From an optimization exercise on the open Yosys and OpenROAD flow, aimed at small area and a short achievable clock period; shortcuts taken in it are not production practice.
Function not checked in this run: the RTL went through the layout flow alone.

==> design.v <==
`timescale 1ns / 1ps
module umt_config_interface #(
    parameter MAX_UMTS = 5,
    parameter MAX_WIDTH = 64,
    parameter MAX_DEPTH = 512,
    parameter UMT_ID_WIDTH = 3
) (
    input  wire                      clk,
    input  wire                      rst_n,
    input  wire                      cfg_valid,
    input  wire                      cfg_wr_en,
    input  wire [UMT_ID_WIDTH-1:0]   cfg_umt_id,
    input  wire [15:0]               cfg_umt_width,       
    input  wire [15:0]               cfg_umt_depth,       
    input  wire                      cfg_umt_type,        
    output reg  [MAX_UMTS-1:0]       umt_valid,
    output reg  [MAX_UMTS*16-1:0]    umt_width,
    output reg  [MAX_UMTS*16-1:0]    umt_depth,
    output reg  [MAX_UMTS-1:0]       umt_type,
    output reg                       cfg_error,
    output reg  [7:0]                cfg_error_code
);
    localparam ERR_NONE          = 8'h00;
    localparam ERR_INVALID_ID    = 8'h01;
    localparam ERR_WIDTH_TOO_BIG = 8'h02;
    localparam ERR_DEPTH_TOO_BIG = 8'h03;
    localparam ERR_ZERO_SIZE     = 8'h04;
    integer i;
    reg                  umt_valid_reg [0:MAX_UMTS-1];
    reg [15:0]           umt_width_reg [0:MAX_UMTS-1];
    reg [15:0]           umt_depth_reg [0:MAX_UMTS-1];
    reg                  umt_type_reg [0:MAX_UMTS-1];
    always @(posedge clk or negedge rst_n) begin
        if (!rst_n) begin
            cfg_error <= 1'b0;
            cfg_error_code <= ERR_NONE;
            for (i = 0; i < MAX_UMTS; i = i + 1) begin
                umt_valid_reg[i] <= 1'b0;
                umt_width_reg[i] <= 16'd0;
                umt_depth_reg[i] <= 16'd0;
                umt_type_reg[i] <= 1'b0;
            end
        end else begin
            cfg_error <= 1'b0;
            cfg_error_code <= ERR_NONE;
            if (cfg_valid && cfg_wr_en) begin
                if (cfg_umt_id >= MAX_UMTS) begin
                    cfg_error <= 1'b1;
                    cfg_error_code <= ERR_INVALID_ID;
                end else if (cfg_umt_width > MAX_WIDTH) begin
                    cfg_error <= 1'b1;
                    cfg_error_code <= ERR_WIDTH_TOO_BIG;
                end else if (cfg_umt_depth > MAX_DEPTH) begin
                    cfg_error <= 1'b1;
                    cfg_error_code <= ERR_DEPTH_TOO_BIG;
                end else if (cfg_umt_width == 0 || cfg_umt_depth == 0) begin
                    cfg_error <= 1'b1;
                    cfg_error_code <= ERR_ZERO_SIZE;
                end else begin
                    umt_valid_reg[cfg_umt_id] <= 1'b1;
                    umt_width_reg[cfg_umt_id] <= cfg_umt_width;
                    umt_depth_reg[cfg_umt_id] <= cfg_umt_depth;
                    umt_type_reg[cfg_umt_id] <= cfg_umt_type;
                end
            end
        end
    end
    always @(*) begin
        for (i = 0; i < MAX_UMTS; i = i + 1) begin
            umt_valid[i] = umt_valid_reg[i];
            umt_width[i*16 +: 16] = umt_width_reg[i];
            umt_depth[i*16 +: 16] = umt_depth_reg[i];
            umt_type[i] = umt_type_reg[i];
        end
    end
endmodule
module umt_to_lmt_mapper #(
    parameter MAX_UMTS = 5,
    parameter MAX_LMTS = 5,
    parameter PMT_WIDTH = 32,            
    parameter PMT_DEPTH = 32,            
    parameter MAX_PMTS_PER_LMT = 8       
) (
    input  wire                      clk,
    input  wire                      rst_n,
    input  wire                      map_trigger,         
    input  wire [MAX_UMTS-1:0]       umt_valid,
    input  wire [MAX_UMTS*16-1:0]    umt_width,
    input  wire [MAX_UMTS*16-1:0]    umt_depth,
    output reg                       map_done,
    output reg                       map_error,
    output reg  [7:0]                map_error_code,
    output reg  [MAX_LMTS-1:0]       lmt_used,
    output reg  [MAX_LMTS*8-1:0]     lmt_uid,             
    output reg  [MAX_LMTS*8-1:0]     lmt_internal_id,     
    output reg  [MAX_LMTS*2-1:0]     lmt_status_flag,     
    output reg  [MAX_LMTS*2-1:0]     lmt_width_gear,      
    output reg  [MAX_LMTS*3-1:0]     lmt_depth_gear,      
    output reg  [7:0]                total_lmts_used,
    output reg  [15:0]               total_pmts_needed
);
    localparam ERR_NONE           = 8'h00;
    localparam ERR_TOO_MANY_LMTS  = 8'h01;
    localparam ERR_TOO_MANY_PMTS  = 8'h02;
    localparam ERR_WIDTH_UNSUP    = 8'h03;
    localparam STATUS_SINGLE = 2'b00;
    localparam STATUS_START  = 2'b01;
    localparam STATUS_MIDDLE = 2'b10;
    localparam STATUS_END    = 2'b11;
    localparam IDLE       = 3'd0;
    localparam ANALYZE    = 3'd1;
    localparam MAP_UMTS   = 3'd2;
    localparam CHECK_RES  = 3'd3;
    localparam DONE       = 3'd4;
    reg [2:0] state;
    reg [3:0] umt_idx;
    reg [3:0] lmt_idx;
    reg [7:0]  lmt_count;
    reg [15:0] pmt_count;
    reg [15:0] umt_w, umt_d;
    reg [7:0]  num_lmts_for_umt;
    reg [15:0] num_pmts_for_umt;
    reg                  lmt_used_array [0:MAX_LMTS-1];
    reg [7:0]            lmt_uid_array [0:MAX_LMTS-1];
    reg [7:0]            lmt_iid_array [0:MAX_LMTS-1];
    reg [1:0]            lmt_sf_array [0:MAX_LMTS-1];
    reg [1:0]            lmt_wg_array [0:MAX_LMTS-1];
    reg [2:0]            lmt_dg_array [0:MAX_LMTS-1];
    integer i, j;
    function [1:0] calc_width_gear;
        input [15:0] width;
        begin
            if (width <= PMT_WIDTH)
                calc_width_gear = 2'd0;   
            else if (width <= 2*PMT_WIDTH)
                calc_width_gear = 2'd1;   
            else
                calc_width_gear = 2'd3;   
        end
    endfunction
    function [2:0] calc_depth_gear;
        input [15:0] depth;
        begin
            if (depth <= PMT_DEPTH)
                calc_depth_gear = 3'd0;   
            else if (depth <= 2*PMT_DEPTH)
                calc_depth_gear = 3'd1;   
            else if (depth <= 4*PMT_DEPTH)
                calc_depth_gear = 3'd2;   
            else if (depth <= 8*PMT_DEPTH)
                calc_depth_gear = 3'd3;   
            else
                calc_depth_gear = 3'd7;   
        end
    endfunction
    function [15:0] calc_pmts_needed;
        input [15:0] width;
        input [15:0] depth;
        reg [15:0] width_blocks, depth_blocks;
        begin
            width_blocks = (width + PMT_WIDTH - 1) / PMT_WIDTH;
            depth_blocks = (depth + PMT_DEPTH - 1) / PMT_DEPTH;
            calc_pmts_needed = width_blocks * depth_blocks;
        end
    endfunction
    function [7:0] calc_lmts_needed;
        input [15:0] width;
        input [15:0] depth;
        reg [15:0] pmts;
        begin
            pmts = calc_pmts_needed(width, depth);
            calc_lmts_needed = (pmts + MAX_PMTS_PER_LMT - 1) / MAX_PMTS_PER_LMT;
        end
    endfunction
    always @(posedge clk or negedge rst_n) begin
        if (!rst_n) begin
            state <= IDLE;
            map_done <= 1'b0;
            map_error <= 1'b0;
            map_error_code <= ERR_NONE;
            umt_idx <= 0;
            lmt_idx <= 0;
            lmt_count <= 0;
            pmt_count <= 0;
            total_lmts_used <= 0;
            total_pmts_needed <= 0;
            for (i = 0; i < MAX_LMTS; i = i + 1) begin
                lmt_used_array[i] <= 1'b0;
                lmt_uid_array[i] <= 8'd0;
                lmt_iid_array[i] <= 8'd0;
                lmt_sf_array[i] <= 2'd0;
                lmt_wg_array[i] <= 2'd0;
                lmt_dg_array[i] <= 3'd0;
            end
        end else begin
            case (state)
                IDLE: begin
                    map_done <= 1'b0;
                    map_error <= 1'b0;
                    map_error_code <= ERR_NONE;
                    if (map_trigger) begin
                        umt_idx <= 0;
                        lmt_idx <= 0;
                        lmt_count <= 0;
                        pmt_count <= 0;
                        state <= ANALYZE;
                    end
                end
                ANALYZE: begin
                    if (umt_idx < MAX_UMTS) begin
                        if (umt_valid[umt_idx]) begin
                            umt_w = umt_width[umt_idx*16 +: 16];
                            umt_d = umt_depth[umt_idx*16 +: 16];
                            num_lmts_for_umt = calc_lmts_needed(umt_w, umt_d);
                            num_pmts_for_umt = calc_pmts_needed(umt_w, umt_d);
                            lmt_count <= lmt_count + num_lmts_for_umt;
                            pmt_count <= pmt_count + num_pmts_for_umt;
                        end
                        umt_idx <= umt_idx + 1;
                    end else begin
                        total_lmts_used <= lmt_count;
                        total_pmts_needed <= pmt_count;
                        umt_idx <= 0;
                        lmt_idx <= 0;
                        state <= CHECK_RES;
                    end
                end
                CHECK_RES: begin
                    if (lmt_count > MAX_LMTS) begin
                        map_error <= 1'b1;
                        map_error_code <= ERR_TOO_MANY_LMTS;
                        state <= DONE;
                    end else if (pmt_count > (MAX_LMTS * MAX_PMTS_PER_LMT)) begin
                        map_error <= 1'b1;
                        map_error_code <= ERR_TOO_MANY_PMTS;
                        state <= DONE;
                    end else begin
                        state <= MAP_UMTS;
                    end
                end
                MAP_UMTS: begin
                    if (umt_idx < MAX_UMTS) begin
                        if (umt_valid[umt_idx]) begin
                            umt_w = umt_width[umt_idx*16 +: 16];
                            umt_d = umt_depth[umt_idx*16 +: 16];
                            num_lmts_for_umt = calc_lmts_needed(umt_w, umt_d);
                            if (calc_width_gear(umt_w) == 2'd3) begin
                                map_error <= 1'b1;
                                map_error_code <= ERR_WIDTH_UNSUP;
                                state <= DONE;
                            end else begin
                                for (j = 0; j < MAX_LMTS; j = j + 1) if (j < num_lmts_for_umt && lmt_idx < MAX_LMTS && lmt_idx + j < MAX_LMTS) begin
                                    lmt_used_array[lmt_idx + j] <= 1'b1;
                                    lmt_uid_array[lmt_idx + j] <= {4'd0, umt_idx};
                                    lmt_iid_array[lmt_idx + j] <= j[7:0];
                                    lmt_wg_array[lmt_idx + j] <= calc_width_gear(umt_w);
                                    if (num_lmts_for_umt == 1) begin
                                        lmt_sf_array[lmt_idx + j] <= STATUS_SINGLE;
                                        lmt_dg_array[lmt_idx + j] <= calc_depth_gear(umt_d);
                                    end else begin
                                        if (j == 0)
                                            lmt_sf_array[lmt_idx + j] <= STATUS_START;
                                        else if (j == num_lmts_for_umt - 1)
                                            lmt_sf_array[lmt_idx + j] <= STATUS_END;
                                        else
                                            lmt_sf_array[lmt_idx + j] <= STATUS_MIDDLE;
                                        lmt_dg_array[lmt_idx + j] <= calc_depth_gear(
                                            (umt_d + num_lmts_for_umt - 1) / num_lmts_for_umt
                                        );
                                    end
                                end
                                lmt_idx <= lmt_idx + num_lmts_for_umt;
                            end
                        end
                        umt_idx <= umt_idx + 1;
                    end else begin
                        state <= DONE;
                    end
                end
                DONE: begin
                    map_done <= 1'b1;
                    if (!map_trigger) begin
                        state <= IDLE;
                    end
                end
                default: state <= IDLE;
            endcase
        end
    end
    always @(*) begin
        for (i = 0; i < MAX_LMTS; i = i + 1) begin
            lmt_used[i] = lmt_used_array[i];
            lmt_uid[i*8 +: 8] = lmt_uid_array[i];
            lmt_internal_id[i*8 +: 8] = lmt_iid_array[i];
            lmt_status_flag[i*2 +: 2] = lmt_sf_array[i];
            lmt_width_gear[i*2 +: 2] = lmt_wg_array[i];
            lmt_depth_gear[i*3 +: 3] = lmt_dg_array[i];
        end
    end
endmodule
module umt_entry_manager #(
    parameter MAX_UMTS = 5,
    parameter MAX_LMTS = 5,
    parameter MAX_WIDTH = 64,
    parameter MAX_DEPTH = 512,
    parameter MAX_DEPTH_BITS = 9
) (
    input  wire                      clk,
    input  wire                      rst_n,
    input  wire                      entry_valid,
    input  wire [2:0]                entry_umt_id,
    input  wire [MAX_DEPTH_BITS-1:0] entry_addr,
    input  wire [MAX_WIDTH-1:0]      entry_data,
    input  wire [MAX_WIDTH-1:0]      entry_mask,
    input  wire                      entry_write,       
    input  wire [MAX_LMTS-1:0]       lmt_used,
    input  wire [MAX_LMTS*8-1:0]     lmt_uid,
    input  wire [MAX_LMTS*8-1:0]     lmt_internal_id,
    input  wire [MAX_LMTS*16-1:0]    lmt_depth_actual,   
    output reg                       lmt_entry_valid,
    output reg  [2:0]                lmt_entry_id,
    output reg  [MAX_DEPTH_BITS-1:0] lmt_entry_addr,
    output reg  [MAX_WIDTH-1:0]      lmt_entry_data,
    output reg  [MAX_WIDTH-1:0]      lmt_entry_mask,
    output reg                       entry_error,
    output reg  [7:0]                entry_error_code
);
    localparam ERR_NONE       = 8'h00;
    localparam ERR_INVALID_UMT = 8'h01;
    localparam ERR_NO_LMT     = 8'h02;
    localparam ERR_ADDR_OOB   = 8'h03;
    integer i;
    reg [3:0] target_lmt;
    reg [MAX_DEPTH_BITS-1:0] lmt_addr_offset;
    reg [MAX_DEPTH_BITS-1:0] cumulative_depth;
    reg found_lmt;
    always @(posedge clk or negedge rst_n) begin
        if (!rst_n) begin
            lmt_entry_valid <= 1'b0;
            lmt_entry_id <= 3'd0;
            lmt_entry_addr <= {MAX_DEPTH_BITS{1'b0}};
            lmt_entry_data <= {MAX_WIDTH{1'b0}};
            lmt_entry_mask <= {MAX_WIDTH{1'b0}};
            entry_error <= 1'b0;
            entry_error_code <= ERR_NONE;
        end else begin
            lmt_entry_valid <= 1'b0;
            entry_error <= 1'b0;
            entry_error_code <= ERR_NONE;
            if (entry_valid) begin
                found_lmt = 1'b0;
                cumulative_depth = 0;
                for (i = 0; i < MAX_LMTS; i = i + 1) begin
                    if (lmt_used[i] && lmt_uid[i*8 +: 8] == entry_umt_id) begin
                        if (!found_lmt && entry_addr >= cumulative_depth && 
                            entry_addr < (cumulative_depth + lmt_depth_actual[i*16 +: 16])) begin
                            found_lmt = 1'b1;
                            target_lmt = i[3:0];
                            lmt_addr_offset = entry_addr - cumulative_depth;
                        end
                        cumulative_depth = cumulative_depth + lmt_depth_actual[i*16 +: 16];
                    end
                end
                if (found_lmt) begin
                    lmt_entry_valid <= 1'b1;
                    lmt_entry_id <= target_lmt[2:0];
                    lmt_entry_addr <= lmt_addr_offset;
                    lmt_entry_data <= entry_data;
                    lmt_entry_mask <= entry_mask;
                end else begin
                    entry_error <= 1'b1;
                    entry_error_code <= ERR_NO_LMT;
                end
            end
        end
    end
endmodule
module umt_top #(
    parameter MAX_UMTS = 5,
    parameter MAX_LMTS = 5,
    parameter MAX_WIDTH = 64,
    parameter MAX_DEPTH = 512,
    parameter PMT_WIDTH = 32,
    parameter PMT_DEPTH = 32,
    parameter MAX_PMTS_PER_LMT = 8
) (
    input  wire                      clk,
    input  wire                      rst_n,
    input  wire                      umt_cfg_valid,
    input  wire                      umt_cfg_wr_en,
    input  wire [2:0]                umt_cfg_id,
    input  wire [15:0]               umt_cfg_width,
    input  wire [15:0]               umt_cfg_depth,
    input  wire                      umt_cfg_type,
    input  wire                      umt_map_trigger,
    input  wire                      entry_valid,
    input  wire [2:0]                entry_umt_id,
    input  wire [8:0]                entry_addr,
    input  wire [MAX_WIDTH-1:0]      entry_data,
    input  wire [MAX_WIDTH-1:0]      entry_mask,
    output wire                      map_done,
    output wire                      map_error,
    output wire [MAX_LMTS-1:0]       lmt_used,
    output wire [MAX_LMTS*8-1:0]     lmt_uid,
    output wire [MAX_LMTS*8-1:0]     lmt_internal_id,
    output wire [MAX_LMTS*2-1:0]     lmt_status_flag,
    output wire [MAX_LMTS*2-1:0]     lmt_width_gear,
    output wire [MAX_LMTS*3-1:0]     lmt_depth_gear,
    output wire                      lmt_entry_valid,
    output wire [2:0]                lmt_entry_id,
    output wire [8:0]                lmt_entry_addr,
    output wire [MAX_WIDTH-1:0]      lmt_entry_data,
    output wire [MAX_WIDTH-1:0]      lmt_entry_mask,
    output wire [7:0]                total_lmts_used,
    output wire [15:0]               total_pmts_needed
);
    wire [MAX_UMTS-1:0]       umt_valid;
    wire [MAX_UMTS*16-1:0]    umt_width;
    wire [MAX_UMTS*16-1:0]    umt_depth;
    wire [MAX_UMTS-1:0]       umt_type;
    wire                      cfg_error;
    wire [7:0]                cfg_error_code;
    wire [7:0]                map_error_code;
    wire [MAX_LMTS*16-1:0]    lmt_depth_actual;
    wire                      entry_error;
    wire [7:0]                entry_error_code;
    umt_config_interface #(
        .MAX_UMTS(MAX_UMTS),
        .MAX_WIDTH(MAX_WIDTH),
        .MAX_DEPTH(MAX_DEPTH),
        .UMT_ID_WIDTH(3)
    ) umt_cfg_inst (
        .clk(clk),
        .rst_n(rst_n),
        .cfg_valid(umt_cfg_valid),
        .cfg_wr_en(umt_cfg_wr_en),
        .cfg_umt_id(umt_cfg_id),
        .cfg_umt_width(umt_cfg_width),
        .cfg_umt_depth(umt_cfg_depth),
        .cfg_umt_type(umt_cfg_type),
        .umt_valid(umt_valid),
        .umt_width(umt_width),
        .umt_depth(umt_depth),
        .umt_type(umt_type),
        .cfg_error(cfg_error),
        .cfg_error_code(cfg_error_code)
    );
    umt_to_lmt_mapper #(
        .MAX_UMTS(MAX_UMTS),
        .MAX_LMTS(MAX_LMTS),
        .PMT_WIDTH(PMT_WIDTH),
        .PMT_DEPTH(PMT_DEPTH),
        .MAX_PMTS_PER_LMT(MAX_PMTS_PER_LMT)
    ) mapper_inst (
        .clk(clk),
        .rst_n(rst_n),
        .map_trigger(umt_map_trigger),
        .umt_valid(umt_valid),
        .umt_width(umt_width),
        .umt_depth(umt_depth),
        .map_done(map_done),
        .map_error(map_error),
        .map_error_code(map_error_code),
        .lmt_used(lmt_used),
        .lmt_uid(lmt_uid),
        .lmt_internal_id(lmt_internal_id),
        .lmt_status_flag(lmt_status_flag),
        .lmt_width_gear(lmt_width_gear),
        .lmt_depth_gear(lmt_depth_gear),
        .total_lmts_used(total_lmts_used),
        .total_pmts_needed(total_pmts_needed)
    );
    reg [MAX_LMTS*16-1:0] lmt_depth_actual_reg;
    integer i;
    always @(*) begin
        for (i = 0; i < MAX_LMTS; i = i + 1) begin
            if (lmt_used[i]) begin
                case (lmt_depth_gear[i*3 +: 3])
                    3'd0: lmt_depth_actual_reg[i*16 +: 16] = PMT_DEPTH;
                    3'd1: lmt_depth_actual_reg[i*16 +: 16] = PMT_DEPTH * 2;
                    3'd2: lmt_depth_actual_reg[i*16 +: 16] = PMT_DEPTH * 4;
                    3'd3: lmt_depth_actual_reg[i*16 +: 16] = PMT_DEPTH * 8;
                    3'd4: lmt_depth_actual_reg[i*16 +: 16] = PMT_DEPTH * 16;
                    3'd5: lmt_depth_actual_reg[i*16 +: 16] = PMT_DEPTH * 32;
                    3'd6: lmt_depth_actual_reg[i*16 +: 16] = PMT_DEPTH * 64;
                    3'd7: lmt_depth_actual_reg[i*16 +: 16] = PMT_DEPTH * 128;
                    default: lmt_depth_actual_reg[i*16 +: 16] = PMT_DEPTH;
                endcase
            end else begin
                lmt_depth_actual_reg[i*16 +: 16] = 16'd0;
            end
        end
    end
    assign lmt_depth_actual = lmt_depth_actual_reg;
    umt_entry_manager #(
        .MAX_UMTS(MAX_UMTS),
        .MAX_LMTS(MAX_LMTS),
        .MAX_WIDTH(MAX_WIDTH),
        .MAX_DEPTH(MAX_DEPTH),
        .MAX_DEPTH_BITS(9)
    ) entry_mgr_inst (
        .clk(clk),
        .rst_n(rst_n),
        .entry_valid(entry_valid),
        .entry_umt_id(entry_umt_id),
        .entry_addr(entry_addr),
        .entry_data(entry_data),
        .entry_mask(entry_mask),
        .entry_write(1'b1),
        .lmt_used(lmt_used),
        .lmt_uid(lmt_uid),
        .lmt_internal_id(lmt_internal_id),
        .lmt_depth_actual(lmt_depth_actual),
        .lmt_entry_valid(lmt_entry_valid),
        .lmt_entry_id(lmt_entry_id),
        .lmt_entry_addr(lmt_entry_addr),
        .lmt_entry_data(lmt_entry_data),
        .lmt_entry_mask(lmt_entry_mask),
        .entry_error(entry_error),
        .entry_error_code(entry_error_code)
    );
endmodule
==> run.sh <==
#!/bin/bash
# synth_recipe.tcl (not shown) runs the flow's synth.tcl, then flattens the netlist and writes it again
# the make line also repeats each setting of config.mk as NAME=value (left out here)
make -C /OpenROAD-flow-scripts/flow DESIGN_CONFIG=/design/flow/config.mk WORK_HOME=/design/flow/orfs CLKGATE_MAP_FILE= SYNTH_SCRIPT=/design/flow/synth_recipe.tcl finish
==> config.mk <==
export PLATFORM = sky130hd
export DESIGN_NAME = umt_top
export DESIGN_NICKNAME = umt_top
export VERILOG_FILES = /design/flow/design.v
export SDC_FILE = /design/flow/constraint.sdc
export NUM_CORES = 4
export LEC_CHECK = 0
export CAP_MARGIN = 20
export CORE_MARGIN = 2
export CORE_UTILIZATION = 40
export SLEW_MARGIN = 20
==> constraint.sdc <==
create_clock -name core_clock -period 120.0 [get_ports {clk}]
set_input_delay 24.0000 -clock core_clock [delete_from_list [all_inputs] [get_ports {clk}]]
set_output_delay 24.0000 -clock core_clock [all_outputs]
set_load 0.01 [all_outputs]
==> results.txt <==
## cells in the final DEF (no fill, tap or decap), types with 179 or more instances in the layout
| master | instances |
|---|---|
| a21oi_1 | 233 |
| clkdlybuf4s50_1 | 466 |
| dfrtp_1 | 485 |
| ha_1 | 381 |
| inv_1 | 257 |
| mux2_2 | 188 |
| nand2_1 | 835 |
| nor2_1 | 381 |
| nor3_1 | 232 |
| o21a_1 | 179 |
| o21ai_0 | 198 |
## kinds of logic after synthesis
group / share of synthesized area, %
fa+ha+maj: 14.0
compound gates: 19.4
simple gates: 24.2
buf+inv: 3.89
mux: 6.99
xor+xnor: 5.14
flops: 26.4
## worst max-delay path: cells and delay by family, from the launching register on
| family | cells | cell delay, ns |
|---|---|---|
| buffers and inverters | 28 | 4.26 |
| xor gates and xnor gates | 1 | 0.14 |
| and+or+nand+nor | 128 | 34.66 |
| AOI/OAI and AO/OA | 253 | 56.92 |
| DFF | 1 | 0.80 |
| adders and majority gates | 39 | 12.77 |
| muxes | 4 | 0.97 |
## layout make-up
| type | instances | area [um^2] |
|---|---|---|
| multi-input cells | 4645 | 33200 |
| flip-flops and latches | 498 | 12500 |
| fillers | 11400 | 62200 |
| clock buffers | 79 | 1640 |
| well taps | 1536 | 1920 |
| clock inverters | 22 | 255 |
| inverters | 266 | 1000 |
| repair buffers | 541 | 5250 |
## metrics by stage
step	setup WS [ns]	cell area (um^2)	hold WS, ns
5_1_grt	0.274	55800	0.483
2_1_floorplan	25.66	47500	0.429
3_3_place_gp	10.95	53800	0.445
3_5_place_dp	9.71	53800	0.451
6_report	9.07	55800	0.471
4_1_cts	9.36	55700	0.471
## what timing repair did
action	CTS	global route
buffers inserted	0	4
hold endpoints to repair	0	0
endpoints found under the setup margin	0	14
## per-layer routing
metal	wire [um]	global-route usage, %
met1	68000	32.2
met4	2310	4.33
met5	0	0
met3	7010	2.85
met2	67300	39.1
## worst max-delay path by stage
stage | end | slack (ns) | depth (start not counted)
floorplan | mapper_inst.lmt_dg_array[4][2] | 25.66 | 492
global placement | mapper_inst.lmt_dg_array[4][2] | 10.95 | 453
detailed placement | mapper_inst.lmt_dg_array[4][2] | 9.71 | 453
CTS | mapper_inst.lmt_dg_array[4][2] | 9.36 | 452
global route | mapper_inst.lmt_dg_array[4][2] | 0.27 | 458
finish | mapper_inst.lmt_dg_array[4][2] | 9.07 | 453
==> results.json <==
{
  "r2r-end": "mapper_inst.lmt_dg_array[4][2]",
  "timing_worst_setup_path_type": "reg -> reg",
  "initial_core_util_pct": 40.2,
  "wl_um": 145000,
  "period_minus_slack_ns": 110.93,
  "rows": 126,
  "cts_sinks": 498,
  "ff2ff_setup_slack_ns": 9.07,
  "synth-async-reset-ratio_pct": 97.8,
  "grt_pass1_wl_um": 231000,
  "htreeDepth": 2,
  "synth_edf_count": 11,
  "syn_nets": 6258,
  "cap_violations": 0,
  "grt_start_max_net_pins": 174,
  "slew_viol_final": 0,
  "yosysWarnings": 14,
  "setup_violations": 0,
  "setup-tns-final_ns": 0,
  "r2r_start": "mapper_inst.umt_idx[1]",
  "timing.final.crit_share_pct": 92.4,
  "dr.pass1.iters": 7,
  "crit_path_frequent_cell": "o21a_1",
  "critPathLaunch": "mapper_inst.umt_idx[1]",
  "hold_path_end": "umt_cfg_inst.umt_valid_reg[0]",
  "status": "timing/DRC/antenna clean",
  "synth_common_cells": "837 x nand2_1, 487 x dfrtp_1, 383 x nor2_1, 381 x ha_1, 257 x inv_1",
  "hold_violations": 0,
  "worstPathMaxFanout": 38,
  "n_antenna_cell": 0,
  "fmax_mhz": 9.01,
  "fin_util_pct": 47.3,
  "placed_cells": 7482,
  "startpoint_type": "flop",
  "grt-ovfl-total": 0,
  "ctsHoldBuffers": 0,
  "clk_latency_ns": 0.66,
  "drive_gt1_share_pct": 9.45,
  "synthCells": 5603,
  "ys.flop_type": "dfrtp_1",
  "drc": 0,
  "rsz0062_at_grt": "false",
  "synth.top_cell.area_share_pct": 25.7,
  "avgRoutedWirePerCell_um": 19.1,
  "vias": 42900,
  "synth.distinct_cells": 141,
  "crit_arrival_ns": 111.48,
  "skew_ns": 0.0401,
  "critPathSlowestCell": "a222oi_1",
  "first_global_vias": 41100,
  "cts_tree": "built",
  "avgSynthCellArea_um2": 8.47,
  "instances_no_fill": 7587,
  "synth_top_area_cell": "dfrtp_1",
  "port_buffers": 467,
  "root_buffer": "clkbuf_16",
  "die_w_um": 348,
  "critical-path-max-stage-delay_ns": 0.84,
  "hold_path.startpoint": "umt_cfg_inst.umt_valid_reg[0]",
  "netlist_area_um2": 47500,
  "gp_congestion": 0.898,
  "avgViaCountPerCell": 5.65,
  "slew_headroom_pct": 25.7,
  "end_kind": "flop",
  "worstMarginPinSlew_ns": 1.11,
  "crit_required_ns": 120.55,
  "hold_path_class": "reg -> reg",
  "post_cts_resized": 0,
  "synthMostInstantiatedCell": "nand2_1",
  "drtIter0Drc": 2938,
  "synthTopCellsByArea": "dfrtp_1 26%, ha_1 10%, nand2_1 6.6%",
  "io_pins": 469,
  "seq_area_frac_synth_pct": 26.4,
  "synthToLayoutAreaGrowth_pct": 17.5,
  "synth_seq_cells": 498,
  "final_nets": 6661,
  "coreArea_um2": 118000,
  "clk_path_buf_depth": 3,
  "cts_inserted_buffers": 54,
  "die_area_um2": 121000,
  "grt_use_total_pct": 23.2,
  "dp_hpwl_um": 112000,
  "ant_nets": 0,
  "antenna_found_initial": 1,
  "die_y_um": 348,
  "clk_pin_slew_ns": 0.07,
  "worst-r2r-cell-count": 453,
  "holdPathStages": 1
}

static timing again, ports no longer ideal:
The flow's constraints put no driver on any port. The routed layout listed below was extracted and timed again, unchanged, in two steps.
Step 1 sets driving cells, clkbuf_16 on the clock port and buf_2 on the other inputs (assumed; they add their load-dependent delay and slew).
Step 2 also shifts input and output timing later by t, the mid clock arrival at the registers, as if the neighbouring blocks saw the same clock.
a / b / c = ideal / step 1 / step 2; a / b = the first two.
shift t [ns]: 0.722
slack for setup (ns): 9.072 / 9.072 / 9.072
worst setup path after step 2: register to register
worst slew at a driven data input, ns: 0.11
After both steps this run still meets setup and hold. For this run, drivers alone change the setup slack by 0.000 ns; drivers and shift together by 0.000 ns.
